Context: an optimization exercise on an open-source flow, tuned for small area and a short achievable clock period. The choices shown serve that exercise and are no tape-out recipe.
No functional check of the RTL was part of this run.

[flow/config.mk]
export PLATFORM = sky130hd
export DESIGN_NAME = entropy_encode_dc_coefficients
export DESIGN_NICKNAME = entropy_encode_dc_coefficients
export VERILOG_FILES = /design/flow/design.v
export SDC_FILE = /design/flow/constraint.sdc
export NUM_CORES = 4
export LEC_CHECK = 0
export CAP_MARGIN = 20
export CORE_MARGIN = 2
export CORE_UTILIZATION = 40
export SLEW_MARGIN = 20
[flow/constraint.sdc]
create_clock -name core_clock -period 5.0 [get_ports {clk}]
set_input_delay 1.0000 -clock core_clock [delete_from_list [all_inputs] [get_ports {clk}]]
set_output_delay 1.0000 -clock core_clock [all_outputs]
set_load 0.01 [all_outputs]
[flow/design.v]
`timescale 1ns / 1ps
module exp_golomb_code(
	input reset_n,
	input clk,
	input [31:0] val,
	input [1:0] is_add_setbit,
	input [2:0]k,
	input is_ac_level,
	input is_ac_minus_n,
	output reg [31:0] sum_n,
	output reg [31:0] codeword_length,
	output reg [31:0] sum,
	output reg [31:0] q,
	output reg  [1:0] is_add_setbit_n,
	output reg [2:0] k_n
);
always @(posedge clk) begin
	if (!reset_n) begin
		k_n <= 3'h0;
		sum_n <= 32'h0;
		is_add_setbit_n <= 2'h0;
	end else begin
		k_n <= k;
		sum_n <= sum;
		is_add_setbit_n <= is_add_setbit;
	end
end
always @(posedge clk) begin
	if (is_ac_level) begin
		if (is_ac_minus_n) begin
			sum <= (val + (1<<k))<<1|1;
		end else begin
			sum <= (val + (1<<k))<<1|0;
		end
	end else begin
		sum <= (val + (1<<k));
	end
end
always @(posedge clk) begin
	if(!reset_n) begin
		q <= 32'h0;
	end else begin
		casez(val + (1<<(k)))
			32'b1???_????_????_????_????_????_????_????: q <= 32'h00_001f - k;
			32'b01??_????_????_????_????_????_????_????: q <= 32'h00_001e - k;
			32'b001?_????_????_????_????_????_????_????: q <= 32'h00_001d - k;
			32'b0001_????_????_????_????_????_????_????: q <= 32'h00_001c - k;
			32'b0000_1???_????_????_????_????_????_????: q <= 32'h00_001b - k;
			32'b0000_01??_????_????_????_????_????_????: q <= 32'h00_001a - k;
			32'b0000_001?_????_????_????_????_????_????: q <= 32'h00_0019 - k;
			32'b0000_0001_????_????_????_????_????_????: q <= 32'h00_0018 - k;
			32'b0000_0000_1???_????_????_????_????_????: q <= 32'h00_0017 - k;
			32'b0000_0000_01??_????_????_????_????_????: q <= 32'h00_0016 - k;
			32'b0000_0000_001?_????_????_????_????_????: q <= 32'h00_0015 - k;
			32'b0000_0000_0001_????_????_????_????_????: q <= 32'h00_0014 - k;
			32'b0000_0000_0000_1???_????_????_????_????: q <= 32'h00_0013 - k;
			32'b0000_0000_0000_01??_????_????_????_????: q <= 32'h00_0012 - k;
			32'b0000_0000_0000_001?_????_????_????_????: q <= 32'h00_0011 - k;
			32'b0000_0000_0000_0001_????_????_????_????: q <= 32'h00_0010 - k;
			32'b0000_0000_0000_0000_1???_????_????_????: q <= 32'h00_000f - k;
			32'b0000_0000_0000_0000_01??_????_????_????: q <= 32'h00_000e - k;
			32'b0000_0000_0000_0000_001?_????_????_????: q <= 32'h00_000d - k;
			32'b0000_0000_0000_0000_0001_????_????_????: q <= 32'h00_000c - k;
			32'b0000_0000_0000_0000_0000_1???_????_????: q <= 32'h00_000b - k;
			32'b0000_0000_0000_0000_0000_01??_????_????: q <= 32'h00_000a - k;
			32'b0000_0000_0000_0000_0000_001?_????_????: q <= 32'h00_0009 - k;
			32'b0000_0000_0000_0000_0000_0001_????_????: q <= 32'h00_0008 - k;
			32'b0000_0000_0000_0000_0000_0000_1???_????: q <= 32'h00_0007 - k;
			32'b0000_0000_0000_0000_0000_0000_01??_????: q <= 32'h00_0006 - k;
			32'b0000_0000_0000_0000_0000_0000_001?_????: q <= 32'h00_0005 - k;
			32'b0000_0000_0000_0000_0000_0000_0001_????: q <= 32'h00_0004 - k;
			32'b0000_0000_0000_0000_0000_0000_0000_1???: q <= 32'h00_0003 - k;
			32'b0000_0000_0000_0000_0000_0000_0000_01??: q <= 32'h00_0002 - k;
			32'b0000_0000_0000_0000_0000_0000_0000_001?: q <= 32'h00_0001 - k;
			32'b0000_0000_0000_0000_0000_0000_0000_0001: q <= 32'h00_0000 - k;
			32'b0000_0000_0000_0000_0000_0000_0000_0000: q <= 32'h00_0000 - k;
		endcase
	end
end
always @(posedge clk) begin
	if (is_ac_level) begin
		codeword_length <= (2 * q) + k_n + 2 + is_add_setbit_n;
	end else begin
		codeword_length <= (2 * q) + k_n + 1 + is_add_setbit_n;
	end
end
endmodule
`timescale 1ns / 1ps
module golomb_rice_code(
	input reset_n,
	input clk,
	input [2:0] k,
	input [31:0] val,
	input is_ac_level,
	input is_minus_n,
	output reg [31:0] sum_n,
	output reg [31:0] codeword_length,
	output reg is_minus_n_n,
	output reg is_ac_level_n,
	output reg [31:0] q,
	output reg  [2:0] k_n,
	output reg [31:0] sum
 );
always @(posedge clk) begin
	if (!reset_n) begin
		is_minus_n_n <= 1'b0;
		is_ac_level_n <= 1'b0;
	end else begin
		is_minus_n_n <= is_minus_n;
		is_ac_level_n <= is_ac_level;		
	end
end
always @(posedge clk) begin
	if (!reset_n) begin
		k_n <= 3'h0;
	end else begin
		k_n <= k;
	end
end
always @(posedge clk) begin
	if (!reset_n) begin
		sum <= 32'h0;
	end else begin
		if (k != 0) begin
			if (is_ac_level) begin
				if (is_minus_n) begin
					sum <= (((1<<k) | (val & ((1<<k) - 1))) << 1)|1;
				end else begin
					sum <= (((1<<k) | (val & ((1<<k) - 1))) << 1)|0;
				end
			end else begin
				sum <= (1<<k) | (val & ((1<<k) - 1));
			end
		end
	end
end
always @(posedge clk) begin
	q <= val >> k;
end
always @(posedge clk) begin
	if (!reset_n) begin
		sum_n <= 32'h0;
		codeword_length <= 32'h0;
	end else begin
		if (k_n==0) begin
			if (is_ac_level_n) begin
				if (is_minus_n_n) begin
					sum_n <= 3;
				end else begin
					sum_n <= 2;
				end
				codeword_length <= q + 2;
			end else begin
				sum_n <= 1;
				codeword_length <= q + 1;
			end
		end else begin
			sum_n <= sum;
			if (is_ac_level_n) begin
				codeword_length <= q + 2 + k_n;
			end else begin
				codeword_length <= q + 1 + k_n;
			end
		end
	end
end
endmodule
`timescale 1ns / 1ps
module entropy_encode_dc_coefficients(
	input clk,
	input reset_n,
	input in_valid,
	input in_first,
	input [15:0] DcCoeff,
	output out_valid,
	output [31:0] codeword,
	output [5:0] codeword_length
);
wire [31:0] DcCoeff32 = {{16{DcCoeff[15]}}, DcCoeff};
reg first_pending;
reg [31:0] previousDCCoeff;
reg [31:0] previousDCDiff;
wire is_first = in_first | first_pending;
wire [31:0] cur_diff = DcCoeff32 - (is_first ? 32'h0 : previousDCCoeff);
always @(posedge clk) begin
	if (!reset_n) begin
		first_pending <= 1'b1;
		previousDCCoeff <= 32'h0;
		previousDCDiff <= 32'h3;
	end else if (in_valid) begin
		first_pending <= 1'b0;
		previousDCCoeff <= DcCoeff32;
		if (is_first) begin
			previousDCDiff <= 3;
		end else begin
			previousDCDiff <= cur_diff;
		end
	end
end
reg [5:0] valid_p;
reg first_1, first_2;
always @(posedge clk) begin
	if (!reset_n) begin
		valid_p <= 6'h0;
	end else begin
		valid_p <= {valid_p[4:0], in_valid};
	end
end
assign out_valid = valid_p[5];
reg [31:0] dc_coeff_difference;
reg [31:0] previousDCDiff_n;
always @(posedge clk) begin
	first_1 <= is_first;
	if (is_first) begin
		previousDCDiff_n <= 32'h3;
		dc_coeff_difference <= cur_diff;
	end else begin
		previousDCDiff_n <= previousDCDiff;
		if (previousDCDiff[31] == 1'b0) begin
			dc_coeff_difference <= cur_diff;
		end else begin
			dc_coeff_difference <= (~cur_diff) + 1;
		end
	end
end
reg [31:0] val;
reg [31:0] abs_previousDCDiff;
always @(posedge clk) begin
	first_2 <= first_1;
	if (dc_coeff_difference[31] != 1'b1) begin
		val <= dc_coeff_difference << 1;
	end else begin
		val <= ((~(dc_coeff_difference - 1)) << 1) -1;
	end
	if (previousDCDiff_n[31] != 1'b1) begin
		abs_previousDCDiff <= previousDCDiff_n;
	end else begin
		abs_previousDCDiff <= (~(previousDCDiff_n - 1));
	end
end
reg is_expo_golomb_code;
reg [1:0] is_add_setbit;
reg [2:0] k;
reg [31:0] val_n;
always @(posedge clk) begin
	if (first_2 == 1'b1) begin
		is_expo_golomb_code <= 1'b1;
		is_add_setbit <= 2'b0;
		k <= 5;
		val_n <= val;
	end else if (abs_previousDCDiff == 0) begin
		is_expo_golomb_code <= 1'b1;
		is_add_setbit <= 2'b0;
		k <= 0;
		val_n <= val;
	end else if (abs_previousDCDiff == 1) begin
		is_expo_golomb_code <= 1'b1;
		is_add_setbit <= 2'b0;
		k <= 1;
		val_n <= val;
	end else if (abs_previousDCDiff == 2) begin
		if (val < 8) begin
			is_expo_golomb_code <= 1'b0;
			is_add_setbit <= 2'b0;
			k <= 2;
			val_n <= val;
		end else begin
			is_expo_golomb_code <= 1'b1;
			is_add_setbit <= 2'b10;
			k <= 3;
			val_n <= val -8;
		end
	end else begin
		is_expo_golomb_code <= 1'b1;
		is_add_setbit <= 2'b0;
		k <= 3;
		val_n <= val;
	end
end
reg is_expo_golomb_code_n;
reg is_expo_golomb_code_n_n;
always @(posedge clk) begin
	is_expo_golomb_code_n <= is_expo_golomb_code;
	is_expo_golomb_code_n_n <= is_expo_golomb_code_n;
end
wire [31:0] exp_golomb_sum;
wire [31:0] exp_golomb_codeword_length;
exp_golomb_code exp_golomb_code_inst(
	.reset_n(reset_n),
	.clk(clk),
	.val(val_n),
	.is_add_setbit(is_add_setbit),
	.k(k),
	.is_ac_level(1'b0),
	.is_ac_minus_n(1'b0),
	.sum_n(exp_golomb_sum),
	.codeword_length(exp_golomb_codeword_length),
	.sum(),
	.q(),
	.is_add_setbit_n(),
	.k_n()
);
wire [31:0] rice_sum;
wire [31:0] rice_codeword_length;
golomb_rice_code golomb_rice_code_inst(
	.reset_n(reset_n),
	.clk(clk),
	.k(k),
	.val(val_n),
	.is_ac_level(1'b0),
	.is_minus_n(1'b0),
	.sum_n(rice_sum),
	.codeword_length(rice_codeword_length),
	.is_minus_n_n(),
	.is_ac_level_n(),
	.q(),
	.k_n(),
	.sum()
);
reg [31:0] sum_n_n;
reg [31:0] codeword_length_n;
always @(posedge clk) begin
	if (is_expo_golomb_code_n_n == 1'b0) begin
		sum_n_n <= rice_sum;
		codeword_length_n <= rice_codeword_length;
	end else begin
		sum_n_n <= exp_golomb_sum;
		codeword_length_n <= exp_golomb_codeword_length;
	end
end
assign codeword = sum_n_n;
assign codeword_length = codeword_length_n[5:0];
endmodule
[flow/run.sh]
#!/bin/bash
# synth_recipe.tcl (not shown) runs the flow's synth.tcl, then flattens the netlist and writes it again
# the make line also repeats each setting of config.mk as NAME=value (left out here)
make -C /OpenROAD-flow-scripts/flow DESIGN_CONFIG=/design/flow/config.mk WORK_HOME=/design/flow/orfs CLKGATE_MAP_FILE= SYNTH_SCRIPT=/design/flow/synth_recipe.tcl finish
==> summary.txt <==
[worst min-delay path by stage]
| stage | slack (ns) | to | cells past startpoint | startpoint |
|---|---|---|---|---|
| floorplan | 0.31 | first_2 | 0 | first_1 |
| global placement | 0.31 | is_expo_golomb_code_n | 0 | is_expo_golomb_code |
| detailed placement | 0.31 | is_expo_golomb_code_n | 0 | is_expo_golomb_code |
| CTS | 0.33 | is_expo_golomb_code_n | 0 | is_expo_golomb_code |
| global route | 0.33 | val_n[0] | 0 | val[0] |
| finish | 0.33 | is_expo_golomb_code_n | 0 | is_expo_golomb_code |
[through the flow]
stage               std cells  util (%)  area [µm²]
floorplan                1985         -       18900
global placement         2627      43.8       20400
detailed placement       2627      43.8       20400
CTS                      2702      47.0       21900
global route             2703      47.1       21900
finish                   2703      47.1       21900
[flip-flops by register name, indices dropped and copies added, names as in the netlist, 3 cells and up]
register	cells
abs_previousDCDiff	32
codeword_length_n	6
exp_golomb_code_inst.k_n	3
golomb_rice_code_inst.codeword_length	6
valid_p	6
exp_golomb_code_inst.codeword_length	6
previousDCCoeff	16
val	32
golomb_rice_code_inst.sum	32
previousDCDiff_n	32
exp_golomb_code_inst.sum	32
golomb_rice_code_inst.sum_n	32
val_n	32
sum_n_n	32
dc_coeff_difference	32
exp_golomb_code_inst.q	5
exp_golomb_code_inst.sum_n	32
previousDCDiff	32
k	3
golomb_rice_code_inst.q	6
[logic make-up (layout without fill, tap and decap cells)]
kind of cell,after synthesis,count (layout),share of synthesized area [%]
buffers and inverters,169,280,3.53
AOI/OAI and AO/OA,396,396,15.2
muxes,79,79,4.49
and+or+nand+nor,699,699,20.5
xor gates and xnor gates,167,167,7.94
adders and majority gates,58,58,4.16
DFF,417,417,44.2
[cell type report]
type,instances,area (µm²)
clock buffer,56,1230
fill,4398,24600
multi-input combinational,1399,9920
sequential,417,8350
timing repair buffer,126,1100
inverter,79,299
clock inverter,19,270
tap,607,759
[worst max-delay path: stages (launching register included)]
cell and delay (ns):
dfxtp_1 0.33, clkinv_1 0.11, ha_1 0.24, ha_1 0.20
ha_1 0.26, ha_1 0.26, a21oi_2 0.19, o32ai_4 0.13
and4_2 0.26, o2111ai_2 0.29, nor2_2 0.10, or3_1 0.38
a2111oi_4 0.36, and2_4 0.23, o21ai_1 0.10, fa_1 0.37
inv_1 0.08, fa_1 0.41, o22ai_1 0.20, o311a_1 0.18
[power by group]
part	total (mW)	switching, mW	internal, mW
Combinational	1.58	0.857	0.719
Clock	3.31	1.35	1.96
Sequential	4.07	0.338	3.74
[metal layers]
metal	vias up	part of all wire, %
li1	7138	-
met5	-	0
met4	0	3.2
met2	329	47
met1	6614	46
met3	87	4.1
[timing repair]
item	4_1_cts	5_1_grt
setup endpoints to repair	0	4
gates resized for setup	0	13
buffers inserted	0	1
[cells in the final DEF (no fill, tap or decap), types with 58 or more instances in the layout]
cell / count
buf_4: 67
nand2_1: 127
dfxtp_1: 414
nor2b_1: 79
a21oi_1: 58
o21ai_0: 74
xnor2_1: 101
inv_1: 70
xor2_1: 60
and2_1: 124
nor2_1: 94
==> results.toml <==
[grt]
grtUsageTotal_pct = 18.2
grt-ovfl-total = 0
grtUsageMet1_pct = 23.3
grt_pass1_vias = 13830
antenna_found_initial = 0
grt_use_met2_pct = 30.8
use_met3_pct = 2.51
grt_max_degree = 85
grt_busiest_layer = "met2"
grt_first_pass_wirelength_um = 73300

[synth]
syn-num-nets = 2062
syn_avg_cell_area_um2 = 9.51
syn_area_um2 = 18900
synth_area_leaders = "dfxtp_1 44%, xnor2_1 4.8%, and2_1 4.1%, ha_1 3.2%, xor2_1 2.8%"
synth_edf_count = 0
synth_top_area_share_pct = 44.2
ys_ff_latch = 417
ys.flop_type = "dfxtp_1"
seq_area_frac_synth_pct = 44.2
synth_cell_types = 107
synth_common_cells = "417 x dfxtp_1, 127 x nand2_1, 125 x and2_1"
synth.most_common_cell = "dfxtp_1"
synthArstFlopShare_pct = 0
ys_warn_count = 3
synth_cells = 1985
synth.largest_area_cell = "dfxtp_1"

[setup_path]
path_class = "register to register"
end_kind = "register"
r2r-end = "exp_golomb_code_inst.q[2]"
crit_path_end = "exp_golomb_code_inst.q[2]"
start_kind = "register"
regToRegStartpoint = "k[0]"
path_max_fanout = 6
r2r_slack_ns = 0.26
cp.required_ns = 5.53
startpoint = "k[0]"
ff2ff_path_depth = 19
arrival_ns = 5.27

[pwr]
ir_worst_vdd_uv = 297
p_per_area_nw_per_um2 = 409
total_power_mw = 8.96
p_leak_nw = 8.51

[drt]
routed_wl_um = 45000
wl_per_cell_um = 16.6
first_iter_violations = 752
ant_nets = 0
viasPerCell = 5.24
vias = 14168
drcViolationCount = 0
first_pass_iters = 5

[floorplan]
io_pins = 59
row_count = 79
die_width_um = 221
die_h_um = 221
core_area_um2 = 46600
start_util_pct = 40.6
die_area_um2 = 49000

[timing]
holdWs_ns = 0.326
final_max_slew_viol_count = 0
slew_headroom_pct = 26.7
clock_skew_ns = 0.0298
timing.final.ws_setup_ns = 0.256
finalHoldViolCount = 0
tightest_slew_ns = 1.09
min_period_ns = 4.74
fin_crit_sh_pct = 94.9
setup-violations-final = 0
tns_ns = 0
fmax_mhz = 211

[cells_and_area]
drive_gt1_share_pct = 12.6
layout.nets = 2144
diodes = 0
area_growth_syn_to_layout_pct = 16.2

[clocking]
worstSkewPairLatency_ns = 0.59
cts-root-buf = "clkbuf_16"
cts_buffers = 44
path_clk_slew_ns = 0.06
holdBufCountCts = 0
clock_path_buffers = 3
cts_tree = "done"
htree_levels = 2
clock_sinks = 417

[worst_hold_path]
min-delay-path-class = "register to register"

[flow_run]
maxCapViolCount = 0

[placed_design]
port_buffers = 58
dp_hpwl_um = 33300
gp_congestion = 0.924
post-place-ws_ns = -0.170

[outcome]
status = "no timing/DRC/antenna violations"

==> what the ideal ports hide <==
How much do the figures lean on ideal ports? The routed layout below was timed once more, with nothing changed but the port constraints.
Step 1: set_driving_cell puts a clkbuf_16 on clk and a buf_2 on each other input, an assumption about the parent block.
Step 2 times the ports against the registers' clock, not the clock port: input delays grow and output delays shrink by t, the midpoint of the rising clock arrivals with the driver on.
Three values: no drivers, after step 1, after step 2; two values: the first two.
shift t [ns]: 0.629
slack for setup (ns): 0.256 / 0.256 / -0.177
worst slew at a driven data input, ns: 0.04
Met with ideal ports but missed after step 2: setup timing in this run. The setup slack of this run moves by 0.000 ns with the drivers and by -0.433 ns with both steps.
